What follows belongs to an exercise in optimizing a design on an open flow for small area and a short achievable clock period; a production flow would make more cautious choices. RTL that was checked went through simulation tests only; none was proved equivalent to the original. The RTL of run 2 was laid out without a check of its function. Power is estimated from default activity; no workload was simulated.

==> flow/design.v (outline; a module is shown in full before it is edited, if it fits) <==
// module ALU: 2327 lines
module ALU (
    input             clk,
    input             rst,
    input             i_vld,
    input      [31:0] i_a,
    input      [31:0] i_b,
    input             opcode,
    output reg [31:0] o_res,
    output reg        o_res_vld,
    output reg        overflow
);
  // ...
==> flow/run.sh <==
#!/bin/bash
# synth_recipe.tcl (not shown) runs the flow's synth.tcl, then flattens the netlist and writes it again
# the make line also repeats each setting of config.mk as NAME=value (left out here)
make -C /OpenROAD-flow-scripts/flow DESIGN_CONFIG=/design/flow/config.mk WORK_HOME=/design/flow/orfs CLKGATE_MAP_FILE= SYNTH_SCRIPT=/design/flow/synth_recipe.tcl finish
==> flow/config.mk <==
export PLATFORM = sky130hd
export DESIGN_NAME = ALU
export DESIGN_NICKNAME = ALU
export VERILOG_FILES = /design/flow/design.v
export SDC_FILE = /design/flow/constraint.sdc
export NUM_CORES = 4
export LEC_CHECK = 0
export ABC_AREA = 1
export CAP_MARGIN = 20
export CORE_MARGIN = 2
export CORE_UTILIZATION = 40
export CTS_CLUSTER_DIAMETER = 100
export CTS_CLUSTER_SIZE = 30
export PLACE_DENSITY = 0.6
export SETUP_SLACK_MARGIN = 5
export SLEW_MARGIN = 20
==> flow/constraint.sdc <==
create_clock -name core_clock -period 9.0 [get_ports {clk}]
set_input_delay 1.8000 -clock core_clock [delete_from_list [all_inputs] [get_ports {clk}]]
set_output_delay 1.8000 -clock core_clock [all_outputs]
set_load 0.01 [all_outputs]
==> results.cfg, run 1 <==
[setup_path]
crit_type = reg2reg

[status]
status = timing/DRC/antenna clean

[power]
power_top_consumer = combinational logic
vdd_drop_max_mv = 0.555
p_int_uw = 6490
power_per_cell_area_mw_per_mm2 = 386
comb_power_uw = 9880
pwr-share-clk_pct = 8.6

[sta]
fin_setup_tns_ps = 0
fmax_ghz = 0.255
grt_setup_unrepaired = yes
finalHoldViolations = 0

[yosys]
synth_top_family_by_area = adder cells
yosysTopAreaCellShare_pct = 23.3
yosys.cell_types.count = 68
synth.area.top_cells = dfxtp_1 (23%), fa_1 (16%), xor2_1 (10%)
synth_most_common_cell = nand2_1
yosysTopAreaCell = dfxtp_1
synth_fa_ha_area_share_pct = 24.6

[finish]
utilization_pct = 45.1
fillers = 7897
dominant_cells = multi-input combinational cells
instances_no_fill = 5122
mostFrequentLayoutCell = nand2_1

[die]
row_count = 103
die_area_mm2 = 0.0820

[global_routing]
grt_pass1_wl_mm = 167

[place]
hpwl_mm = 78.4
port_buffers = 101

[min_path]
hold_class = reg2reg
==> run 2, diff against run 1 <==
--- a/flow/design.v
+++ b/flow/design.v
@@ -16,53 +16,52 @@
     if (rst) begin
         vld1 <= 1'b0; vld2 <= 1'b0; vld3 <= 1'b0; o_res_vld <= 1'b0;
     end else begin
         vld1 <= i_vld; vld2 <= vld1; vld3 <= vld2; o_res_vld <= vld3;
     end
 always @(posedge clk) begin
     a1 <= i_a; b1 <= i_b; op1 <= opcode;
 end
+wire [8:0]  dab_i = {1'b0, i_a[30:23]} - {1'b0, i_b[30:23]};
+wire [7:0]  dba_i = i_b[30:23] - i_a[30:23];
+wire [7:0]  dif_i = dab_i[8] ? dba_i : dab_i[7:0];
+wire        big_i = (|dif_i[7:5]) | (&dif_i[4:3]);       
+reg         a_is_L1;
+reg  [4:0]  sh5;
+always @(posedge clk) begin
+    a_is_L1 <= (i_a[30:0] >= i_b[30:0]);
+    sh5     <= big_i ? 5'd23 : dif_i[4:0];
+end
 wire        sa = a1[31], sb = b1[31];
 wire [7:0]  ea = a1[30:23], eb = b1[30:23];
 wire [22:0] fa = a1[22:0], fb = b1[22:0];
 wire        ha = |ea, hb = |eb;
 wire [23:0] ma1 = {ha, fa};
 wire [23:0] mb1 = {hb, fb};
 wire        emax_a = &ea, emax_b = &eb;
 wire        fz_a = ~|fa, fz_b = ~|fb;
 wire        nan_a = emax_a & ~fz_a, nan_b = emax_b & ~fz_b;
 wire        inf_a = emax_a & fz_a,  inf_b = emax_b & fz_b;
 wire        zero_a = ~ha & fz_a,    zero_b = ~hb & fz_b;
 wire add_nan = nan_a | nan_b | (inf_a & inf_b & (sa ^ sb));
 wire mul_nan = nan_a | nan_b | (inf_a & zero_b) | (zero_a & inf_b);
 wire nan1  = op1 ? mul_nan : add_nan;
 wire inf1  = (inf_a | inf_b) & ~nan1;
 wire zero1 = op1 ? (zero_a | zero_b) : (zero_a & zero_b);
-wire [8:0]  dab = {1'b0, ea} - {1'b0, eb};
-wire [7:0]  dba = eb - ea;
-wire        gt  = ~dab[8] & (|dab[7:0]);         
-wire        eqe = ~|dab[7:0];
-wire [7:0]  diff = dab[8] ? dba : dab[7:0];
-wire        big = (|diff[7:5]) | (&diff[4:3]);
-wire [23:0] Lp = gt ? ma1 : mb1;
-wire [23:0] Sp = gt ? mb1 : ma1;
-wire [23:0] sh0 = diff[0] ? {1'b0, Sp[23:1]} : Sp;
-wire [23:0] sh1 = diff[1] ? {2'b0, sh0[23:2]} : sh0;
-wire [23:0] sh2 = diff[2] ? {4'b0, sh1[23:4]} : sh1;
-wire [23:0] sh3 = diff[3] ? {8'b0, sh2[23:8]} : sh2;
-wire [23:0] sh4 = diff[4] ? {16'b0, sh3[23:16]} : sh3;
-wire [23:0] Sal = big ? {23'b0, Sp[23]} : sh4;
-wire        fge = (fa >= fb);
-wire        swp = eqe & fge;
-wire [23:0] L1 = swp ? Sal : Lp;
-wire [23:0] S1 = swp ? Lp : Sal;
-wire        a_is_L = gt | swp;
+wire        a_is_L = a_is_L1;
+wire [23:0] L1 = a_is_L ? ma1 : mb1;
+wire [23:0] Sp = a_is_L ? mb1 : ma1;
+wire [23:0] sh0 = sh5[0] ? {1'b0, Sp[23:1]} : Sp;
+wire [23:0] sh1 = sh5[1] ? {2'b0, sh0[23:2]} : sh0;
+wire [23:0] sh2 = sh5[2] ? {4'b0, sh1[23:4]} : sh1;
+wire [23:0] sh3 = sh5[3] ? {8'b0, sh2[23:8]} : sh2;
+wire [23:0] S1  = sh5[4] ? {16'b0, sh3[23:16]} : sh3;
 wire        add_sign = a_is_L ? sa : sb;
-wire [7:0]  expL = gt ? ea : eb;
+wire [7:0]  expL = a_is_L ? ea : eb;
 wire        mul_sign = sa ^ sb;
 wire [7:0]  exp_raw = ea + eb - 8'd127;
 wire bneg0;
 wire bone0;
 wire btwo0;
 wire pp0_0;
 wire pp0_1;
 wire pp0_2;
@@ -1999,23 +1998,24 @@
 assign s539 = c458 ^ s459 ^ pp12_17;
 assign c540 = (c458 & s459) | (c458 & pp12_17) | (s459 & pp12_17);
 assign s541 = c462 ^ c360 ^ s361;
 assign c542 = (c462 & c360) | (c462 & s361) | (c360 & s361);
 assign s543 = c464 ^ c212 ^ s213;
 assign c544 = (c464 & c212) | (c464 & s213) | (c212 & s213);
 reg        op2, sign2, nan2, inf2, zero2, sub2;
 reg [23:0] L2, S2;
-reg [7:0]  expL2, expm2;
+reg [7:0]  exp2;       
+wire [7:0] expL2 = exp2, expm2 = exp2;
 reg [126:0] t2;
 always @(posedge clk) begin
     op2 <= op1; nan2 <= nan1; inf2 <= inf1; zero2 <= zero1;
     sign2 <= op1 ? mul_sign : add_sign;
     sub2 <= sa ^ sb;
-    L2 <= L1; S2 <= S1; expL2 <= expL; expm2 <= exp_raw;
+    L2 <= L1; S2 <= S1; exp2 <= op1 ? exp_raw : expL;
     t2 <= {s365, c544, s543, s463, s363, c362, c542, s541, s461, c460, c540, s539, s457, c456, s455, c454, c538, s537, c536, pp12_13, s189, s535, c534, s533, c532, pp12_11, s343, s531, c530, s529, c528, s335, s527, c526, c524, pp12_8, s525, s523, c522, s437, s521, c520, c518, s519, s517, c516, c514, s515, s513, c512, c510, s511, s509, c508, c506, s507, s505, c504, c502, s503, s501, c500, c498, s499, s497, c496, c494, s495, s493, c492, c490, s491, s489, c488, c486, bneg11, s487, s485, c484, s397, s395, s483, c482, s75, s393, s481, c480, s257, s255, s479, c478, s61, s251, s477, c476, s475, c474, s473, c472, s471, c470, s469, c468, pp6_1, s467, s375, c374, s373, c372, s371, c370, pp4_1, s369, s221, c220, s219, c218, bneg3, s217, c466, s465, s367, s215, s1, pp0_1, bneg0, pp0_0};
 end
 wire t2_0_0 = t2[0];
 wire t2_0_1 = t2[1];
 wire t2_1_0 = t2[2];
 wire t2_2_0 = t2[3];
 wire t2_3_0 = t2[4];
 wire t2_4_0 = t2[5];
@@ -2252,40 +2252,41 @@
 assign c654 = t2_44_0 & t2_44_1;
 wire [47:0] X = {t2_47_0, t2_46_0, c654, s653, c652, s651, c650, c648, c646, c644, c642, c640, c638, c636, c634, c632, c630, c628, c626, c624, c622, c620, c618, c616, c614, c612, c610, c608, c606, c604, c602, c600, c598, c596, c594, c592, c590, c588, c586, c584, c582, s581, t2_5_0, t2_4_0, t2_3_0, t2_2_0, t2_1_0, t2_0_0};
 wire [47:0] Y = {t2_47_1, 1'b0, t2_45_0, t2_44_2, t2_43_0, t2_42_2, t2_41_0, s649, s647, s645, s643, s641, s639, s637, s635, s633, s631, s629, s627, s625, s623, s621, s619, s617, s615, s613, s611, s609, s607, s605, s603, s601, s599, s597, s595, s593, s591, s589, s587, s585, s583, t2_6_2, 1'b0, 1'b0, 1'b0, 1'b0, 1'b0, t2_0_1};
 wire [47:0] prod = X + Y;
 wire [47:0] zc = {X[46:1] | Y[46:1], X[0] & Y[0], 1'b0};
 wire [47:0] zt = X ^ Y ^ zc;
 wire        st0 = |zt[22:0];    
 wire        st1 = |zt[23:1];    
-wire [24:0] sum = sub2 ? ({1'b0, L2} - {1'b0, S2}) : ({1'b0, L2} + {1'b0, S2});
-wire        sz  = ~|sum;
+wire [24:0] sum = {1'b0, L2} + ({1'b0, S2} ^ {25{sub2}}) + {24'b0, sub2};
+wire        sz  = sub2 ? (L2 == S2) : ~|(L2 | S2);    
 reg  [2:0]  lz;
 always @(*) begin
     if      (sum[22]) lz = 3'd1;
     else if (sum[21]) lz = 3'd2;
     else if (sum[20]) lz = 3'd3;
     else if (sum[19]) lz = 3'd4;
     else if (sum[18]) lz = 3'd5;
     else if (sum[17]) lz = 3'd6;
     else              lz = 3'd7;
 end
 reg        op3, sign3, nan3, inf3, zero3;
 reg [24:0] p3;           
 reg        st0_3, st1_3;
-reg [7:0]  expm3;
+reg [7:0]  exp3;
+wire [7:0] expm3 = exp3;
 reg [24:0] sum3;
 reg        sz3;
 reg [2:0]  lz3;
-reg [7:0]  expL3;
+wire [7:0] expL3 = exp3;
 always @(posedge clk) begin
     op3 <= op2; sign3 <= sign2; nan3 <= nan2; inf3 <= inf2; zero3 <= zero2;
-    p3 <= prod[47:23]; st0_3 <= st0; st1_3 <= st1; expm3 <= expm2;
-    sum3 <= sum; sz3 <= sz; lz3 <= lz; expL3 <= expL2;
+    p3 <= prod[47:23]; st0_3 <= st0; st1_3 <= st1; exp3 <= exp2;
+    sum3 <= sum; sz3 <= sz; lz3 <= lz;
 end
 wire        msb   = p3[24];
 wire [22:0] T     = msb ? p3[24:2] : p3[23:1];
 wire        guard = msb ? p3[1] : p3[0];
 wire        odd   = msb ? p3[2] : p3[1];
 wire        stk   = msb ? st1_3 : st0_3;
 wire        ru    = guard & (stk | odd);
 wire [23:0] Tinc  = {1'b0, T} + {23'b0, ru};
==> flow/config.mk (replaced) <==
export PLATFORM = sky130hd
export DESIGN_NAME = ALU
export DESIGN_NICKNAME = ALU
export VERILOG_FILES = /design/flow/design.v
export SDC_FILE = /design/flow/constraint.sdc
export NUM_CORES = 4
export LEC_CHECK = 0
export ABC_AREA = 1
export CAP_MARGIN = 20
export CORE_MARGIN = 2
export CORE_UTILIZATION = 40
export PLACE_DENSITY = 0.6
export SETUP_SLACK_MARGIN = 5
export SLEW_MARGIN = 20
==> run 2 against run 1 <==
Still clean on timing, DRC and antenna. First-iteration DRC count is 7.3% higher. Combinational power shrank 5.1%. Cell area is 1.4% higher. Die area shrank 0.30%. Sequential power is essentially flat. Critical path depth did not move. Sequential share of layout area down 0.86 points.
==> results.cfg, run 2 <==
[status]
status = timing/DRC/antenna clean

[yosys]
synth_xor_area_share_pct = 11.0
yosys.area_share.simple_pct = 13.9
netlist_instances = 4065
syn_area_per_cell_um2 = 7.83
yosysTopAreaCellShare_pct = 22.8
synth_top_family_by_area = adder cells
yosys.cell_types.count = 61
synth_most_common_cell = inv_1
ys.flop_type = dfxtp_1
synth.area.top_cells = dfxtp_1 (23%), fa_1 (16%), xor2_1 (10%)
async_flop_share_pct = 1.09
yosysTopAreaCell = dfxtp_1
synth_common_cells = inv_1 (634), nand2_1 (623), xor2_1 (374)
synth_compound_area_share_pct = 15.5
yosys_warnings = 1
synth_area_mm2 = 0.0318
synth_fa_ha_area_share_pct = 25.4
synthMuxAreaShare_pct = 0.503
yosysSeqAreaShare_pct = 23.1
synth_seq_cells = 366
synth_edf_count = 0
syn-num-nets = 4626

[place]
port_buffers = 101
hpwl_mm = 78.6
gp_congestion = 0.945
pre_cts_slack_ps = 4050

[setup_path]
worst_ep_required_time_ps = 9480
crit_arrival_ps = 4410
startpoint_type = flip-flop
cpMaxStageDelayCell = dfxtp_4
timing.rr.start = b1[13]
cp_max_fo = 12
slowest_delay_ps = 520
crit_start = b1[13]
end_kind = flip-flop
crit_top_cell = fa_1
crit_type = reg2reg
worstPathCellList = inv_1, nand2_1, inv_1, nor2_4, clkinvlp_4, buf_4, o22ai_1, xor2_1, fa_1, fa_1, fa_1, fa_1, inv_1

[finish]
mostFrequentLayoutCell = inv_1
area_growth_syn_to_layout_pct = 13.6
final_cell_mix = inv_1 (622), nand2_1 (620), xor2_1 (373), dfxtp_1 (359), o22ai_1 (279)
layout-drive-gt1-share_pct = 6.27
nets = 4675
utilization_pct = 45.8
largest_reg_flops = 127
top_register = t2

[detailed_routing]
final_antenna_net_count = 0
vias = 28516
drt-total-wl_mm = 109
drtIter0Drc = 3093
drc = 0
dr.pass1.iters = 9
viasPerCell = 5.48
routedWlPerCell_um = 20.9

[power]
swShare_pct = 50.4
pwr-share-clk_pct = 13.6
pwr-share-comb_pct = 67.3
vdd_drop_max_mv = 0.299
power_uw = 13900
p_int_uw = 6910
power.leakage_uw = 0.0169
power_switching_uw = 7020
seqPwrFrac_pct = 19.1
power_per_cell_area_mw_per_mm2 = 386

[clock_network]
cts.sinks = 366
htreeDepth = 2
clock_latency_ps = 600
clk_path_buf_depth = 3
cts_tree = built
cts_root_buf = clkbuf_16
cts_inserted_buffers = 42
cts.clk_slew.worst_paths_ps = 60

[min_path]
hold_class = reg2reg
min_from = exp2[0]

[sta]
fin_crit_sh_pct = 43.7
grt_setup_unrepaired = no
hold_slack_ps = 319
worst_pin_slew_ps = 1010
final-setup-viol-count = 0
fin_crit_ps = 3930
finalHoldViolations = 0
worst_slack_ps = 5070
drv_slew = 0
fin_setup_tns_ps = 0
fmax_ghz = 0.255
slew_headroom_pct = 32.3
skew_ps = 18.6

[die]
io_pins = 102
die_width_um = 286
row_count = 103
fp.dieH_um = 286
core_area_mm2 = 0.0789
die_area_mm2 = 0.0818
initial_core_util_pct = 40.3

[global_routing]
overflow = 0
antenna_found_initial = 3
track_usage_pct = 26.1
first_global_vias = 27717
grt_max_degree = 76
grt_pass1_wl_mm = 166

[run]
drv_cap = 0
run 2: metal layers:
layer	global-route usage [%]	wire (um)
met5	0	29
met4	13.1	6560
met3	5.87	11200
met1	35.6	46100
met2	38.8	44900
run 2: path summary, 6_finish.rpt:
check / slack, ps / cells past startpoint / end
max in group asynchronous: 7460 / 2 / vld1
max reg2reg: 5070 / 13 / t2[78]
max: 5070 / 13 / t2[78]
min: 320 / 0 / exp3[0]
min reg2reg: 320 / 0 / exp3[0]
min in group asynchronous: 1400 / 2 / o_res_vld
run 2: power groups by stage:
| stage | logic, uW | registers (uW) | clock network [uW] |
|---|---|---|---|
| 6_report | 9380 | 2660 | 1900 |
| 4_1_cts | 9260 | 2650 | 1940 |
| 5_1_grt | 10600 | 2710 | 2000 |
| 2_1_floorplan | 6590 | 2530 | 0 |
| 3_5_place_dp | 9160 | 2680 | 0 |
| 3_3_place_gp | 9060 | 2680 | 0 |
run 2: timing repair:
item                       in CTS  in global routing
buffers inserted               31                 20
pin swaps                       2                  7
gates cloned                   10                  2
hold buffers                    0                  0
setup endpoints to repair      99                 54
gates resized for setup        68                 40
run 2: logic make-up (layout without fill, tap and decap cells):
| group | Yosys count | in the layout |
|---|---|---|
| and+or+nand+nor | 1069 | 1069 |
| buffers and inverters | 878 | 960 |
| AOI/OAI and AO/OA | 843 | 844 |
| adders and majority gates | 493 | 493 |
| xor gates and xnor gates | 400 | 400 |
| DFF | 366 | 366 |
| muxes | 16 | 16 |
| other | 0 | 1 |
run 2: worst max-delay path: cells and delay by family, from the launching register on:
kind	cells	cell delay [ps]
AOI/OAI and AO/OA	1	190
and+or+nand+nor	2	310
xor gates and xnor gates	1	340
DFF	1	520
adders and majority gates	4	1910
buffers and inverters	5	540
run 2: layout make-up:
class | instances | area [um^2]
Clock buffer | 54 | 1160
Fill cell | 7790 | 42700
Sequential cell | 366 | 7360
Timing Repair inverter | 10 | 75.1
Clock inverter | 24 | 375
Timing Repair Buffer | 203 | 1960
Multi-Input combinational cell | 2822 | 21300
Antenna cell | 1 | 2.50
Inverter | 669 | 2630
Tap cell | 1050 | 1310
run 2: per-stage QoR:
stage | instance area (um^2) | instances
finish | 36100 | 5199
global route | 36100 | 5198
CTS | 35800 | 5176
detailed placement | 33700 | 5057
global placement | 33700 | 5056
floorplan | 31800 | 4065

separate check: timing with driven ports:
In the flow no input, the clock included, has a driving cell. The finished layouts below were timed again as built, in two steps.
Step 1 assumes that a clkbuf_16 drives the clock port and a buf_2 every other input.
Step 2 adds t to the input delays and takes it off the output delays; t is the mean of the earliest and latest rising clock arrival at the registers after step 1. Input paths then give back, and output paths get back, about the clock's delay inside the block.
Three values: ideal, step 1, step 2; two values: the first two.
| run | t, ns | setup slack, ns | hold WS [ns] |
|---|---|---|---|
| run 1 | 0.646 | 5.084 / 5.084 / 5.084 | 0.338 / 0.338 / 0.338 |
| run 2 | 0.649 | 5.071 / 5.071 / 4.581 | 0.319 / 0.319 / 0.319 |
After both steps every run listed still meets setup and hold. For run 2, which loses most, drivers alone change the setup slack by 0.000 ns; drivers and shift together by -0.490 ns.
